Context: an optimization exercise on an open-source flow, tuned for small area, a short achievable clock period and few clock cycles. The choices shown serve that exercise and are no tape-out recipe. In this exercise RTL edits were held to simulation tests only and were not proved equivalent to the original. Power figures rest on the tool's default switching activity, not on a simulated workload.

Setup of build 27:
==> flow/design.v (excerpt) <==
module cnn(
  input             clk,
  input             rst,
  input             en,
  input      [7:0]  ps_rd,
  input      [7:0]  in_rd,
  input      [7:0]  w_rd,
  input      [7:0]  b_rd,
  input      [7:0]  out_rd,
  output reg        done,
  output     [15:0] ps_ra,
  output     [15:0] in_ad,
  output reg        in_we,
  output     [7:0]  in_wd,
  output     [15:0] w_ra,
  output     [15:0] b_ra,
  output     [15:0] out_ad,
  output reg        out_we,
  output     [7:0]  out_wd
);
Size: roughly 5300 cells after synthesis, ~910 flip-flops, roughly 51000 um2 of cells after synthesis.
Settings: LEC_CHECK=0, CAP_MARGIN=20, CORE_MARGIN=2, CORE_UTILIZATION=65, CTS_BUF_LIST=sky130_fd_sc_hd__clkbuf_16, CTS_CLUSTER_DIAMETER=200, CTS_CLUSTER_SIZE=25, PLACE_DENSITY=0.75, SLEW_MARGIN=20; clock period 11.0 ns.
standard.sh (not shown) runs the stock make flow with config.mk's settings and CLKGATE_MAP_FILE= SYNTH_SCRIPT=/design/flow/synth_recipe.tcl, a recipe that flattens the netlist after the stock synthesis.
==> flow/flow/run.sh <==
#!/bin/bash
set -euo pipefail
export BUFFER_PORTS_ARGS="-buffer_cell sky130_fd_sc_hd__buf_2"
export SETUP_SLACK_MARGIN=7.3
bash standard.sh > standard.log 2>&1
Testbench counts of build 27, summed over its fixed seeds: cycles 2,423,744.
> inputs changed (build 27 -> build 33)
- PLACE_DENSITY now 0.78, was 0.75
- CORE_UTILIZATION now 70, was 65
diff --git a/flow/flow/run.sh b/flow/flow/run.sh
--- a/flow/flow/run.sh
+++ b/flow/flow/run.sh
@@ -4 +4 @@
-export SETUP_SLACK_MARGIN=7.3
+export SETUP_SLACK_MARGIN=7.5
--- outcome ---
Looking at maximum frequency across build 27 and build 33, the one that comes out lower is build 27. Number of fill cells of build 33 falls short of that of build 27 by more than 10%. Build 33 was carried through to the last stage, and its layout satisfied the timing, design-rule and antenna checks. Diff build 33..build 27 | flip-flop and latch count | unchanged.
diff inputs: build 33 => build 29
- a change of CORE_UTILIZATION from 70 to 65
- a deleted CTS_CLUSTER_DIAMETER that had been 200
- a change of CTS_CLUSTER_SIZE from 25 to 30
- a change of PLACE_DENSITY from 0.78 to 0.75
diff --git a/flow/flow/run.sh b/flow/flow/run.sh
--- a/flow/flow/run.sh
+++ b/flow/flow/run.sh
@@ -4 +4 @@
-export SETUP_SLACK_MARGIN=7.5
+export SETUP_SLACK_MARGIN=8
Notes after the runs:
Build 29 and build 33 ended up with nearly the same instance count of the mapped netlist.
The run showing the smaller static leakage power is build 33.
Arrival time of data at the critical path endpoint was higher in build 33 than in build 29.
In build 29 the TritonCTS buffer count turned out 50 higher than in build 33.
Summary — average wire per standard cell, build 29 relative to build 33: higher, by 2.2%.
### build 29 -> build 48
diff --git a/flow/flow/run.sh b/flow/flow/run.sh
--- a/flow/flow/run.sh
+++ b/flow/flow/run.sh
@@ -4 +4 @@
-export SETUP_SLACK_MARGIN=8
+export SETUP_SLACK_MARGIN=7.5
Results
Part of the total power dissipated in combinational logic: build 48 < build 29
Taking build 29 as the reference, in build 48 clock insertion delay at the later pin of the skew report stayed essentially flat, fraction of met1 tracks used by global routing shrank by 1.2 points, met2 wire length fell about 10%, sum of net half-perimeters after detailed placement neither gained nor lost much.
On setup slack, build 48 does better than build 29.
Compared with build 29, in build 48 maximum frequency from static timing analysis climbed about 0.6%; routed wire length dropped about 6%; fraction of the core area covered by cells at the end of the flow dropped 3.7 points; met2 capacity usage during global routing dropped 5.3 points.
diff inputs: build 48 => build 53
- CTS_CLUSTER_SIZE: 30 -> 25
- CTS_CLUSTER_DIAMETER: unset -> 200
## What came out
Cell leakage power (lower): build 53
Final cell area: build 53 below build 48
Synthesized-area fraction occupied by xor and xnor cells of build 53 is on par with build 48.
Looking at final worst-path cycle share across build 53 and build 48, the one that comes out higher is build 48.
Between build 53 and build 48, the upper clock frequency limit is higher for build 53.
Build 53 vs. build 48: actual slew at the worst max-slew pin down 0.0073 ns, post-detailed-routing wire length down 2.4%, antenna cell count down 1.
Modified inputs, build 16 compared to build 53
- CTS_CLUSTER_DIAMETER no longer set, was 200
- CTS_CLUSTER_SIZE no longer set, was 25
- CTS_BUF_LIST now sky130_fd_sc_hd__clkbuf_8, was sky130_fd_sc_hd__clkbuf_16
diff --git a/flow/flow/run.sh b/flow/flow/run.sh
--- a/flow/flow/run.sh
+++ b/flow/flow/run.sh
@@ -4 +4 @@
-export SETUP_SLACK_MARGIN=7.5
+export SETUP_SLACK_MARGIN=8
## What came out
Build 53 was carried through to the last stage, and its layout satisfied the timing, design-rule and antenna checks. Per the final summary, build 16 finished and its layout is clean on timing, DRC and antenna. Comparing build 16 against build 53, there is no change at all in area share of and/or/nand/nor cells after synthesis. Re netlist area before placement: no difference whatsoever between build 53 and build 16. From build 53 to build 16, die area did not move at all. Between build 53 and build 16, part of the power in registers is lower for build 16, build 53 comes in above that. Taking build 53 as the reference, in build 16 number of design-rule violations left by the first detailed-router iteration saw an increase, cell count saw an increase, vias per cell saw a decrease, clock buffer count from CTS saw an increase. Re global-route met2 utilization: build 53 was lower than build 16. Higher wire length was reported by build 16, not build 53. Total cell area at the placement stage | build 16 above build 53.

* * *

run a:
cnn, a different RTL version from the one above (not shown whole).
Size: roughly 900 flip-flops, about 50000 µm² of cells after synthesis.
export LEC_CHECK = 0
export CAP_MARGIN = 20
export CORE_MARGIN = 2
export CORE_UTILIZATION = 65
export CTS_BUF_LIST = sky130_fd_sc_hd__clkbuf_8
export PLACE_DENSITY = 0.75
export SETUP_SLACK_MARGIN = 5
export SLEW_MARGIN = 20
create_clock -name core_clock -period 11.0 [get_ports {clk}]
==> flow/flow/run.sh <==
#!/bin/bash
# The standard layout, with the port buffers made of buf_2 cells instead of the
# resizer's default pick; everything else is standard.sh unchanged.
set -euo pipefail
export BUFFER_PORTS_ARGS="-buffer_cell sky130_fd_sc_hd__buf_2"
bash standard.sh > standard.log 2>&1
Testbench counts of run a, summed over its fixed seeds: cycles 2,423,744.
Input-level comparison between run b and run a:
==> flow/run.sh (new file) <==
#!/bin/bash
# synth_recipe.tcl (not shown) runs the flow's synth.tcl, then flattens the netlist and writes it again
# the make line also repeats each setting of config.mk as NAME=value (left out here)
make -C /OpenROAD-flow-scripts/flow DESIGN_CONFIG=/design/flow/config.mk WORK_HOME=/design/flow/orfs CLKGATE_MAP_FILE= SYNTH_SCRIPT=/design/flow/synth_recipe.tcl finish
removed: flow/flow/run.sh
removed: flow/standard.sh
Results
In run b relative to run a, peak clock frequency supported by timing had gone down slightly. In run b, worst setup margin is lower than in run a. Run b reports a lower fraction of area in multi-input gates than run a does.

[what the ideal ports hide]
The flow's constraints put no driver on any port. The routed layouts listed below were extracted and timed again, unchanged, in two steps.
Step 1 assumes that a clkbuf_16 drives the clock port and a buf_2 every other input.
Step 2 also shifts input and output timing later by t, the mid clock arrival at the registers, as if the neighbouring blocks saw the same clock.
Slacks: no drivers / after step 1 / after step 2; pairs: no drivers / after step 1.
| run | t, ns | slack for setup (ns) | clock arrival spread, ns | worst register clock-pin slew, ns | worst slew at a driven data input, ns |
|---|---|---|---|---|---|
| build 27 | 0.686 | 7.335 / 7.266 / 7.438 | 0.042 / 0.043 | 0.11 / 0.11 | 0.05 |
| build 33 | 0.688 | 7.435 / 7.435 / 7.435 | 0.039 / 0.039 | 0.12 / 0.12 | 0.05 |
| build 29 | 0.718 | 7.456 / 7.456 / 7.456 | 0.026 / 0.026 | 0.07 / 0.07 | 0.06 |
| build 48 | 0.728 | 7.476 / 7.461 / 7.476 | 0.040 / 0.040 | 0.07 / 0.07 | 0.05 |
| build 53 | 0.691 | 7.530 / 7.458 / 7.545 | 0.040 / 0.040 | 0.11 / 0.11 | 0.05 |
| build 16 | 0.870 | 7.428 / 7.367 / 7.446 | 0.048 / 0.048 | 0.07 / 0.07 | 0.05 |
| run a | 0.859 | 6.510 / 6.510 / 6.510 | 0.055 / 0.054 | 0.07 / 0.07 | 0.03 |
| run b | 0.867 | 6.485 / 6.485 / 6.485 | 0.040 / 0.040 | 0.07 / 0.07 | 0.04 |
After both steps setup and hold are still met in every run listed.
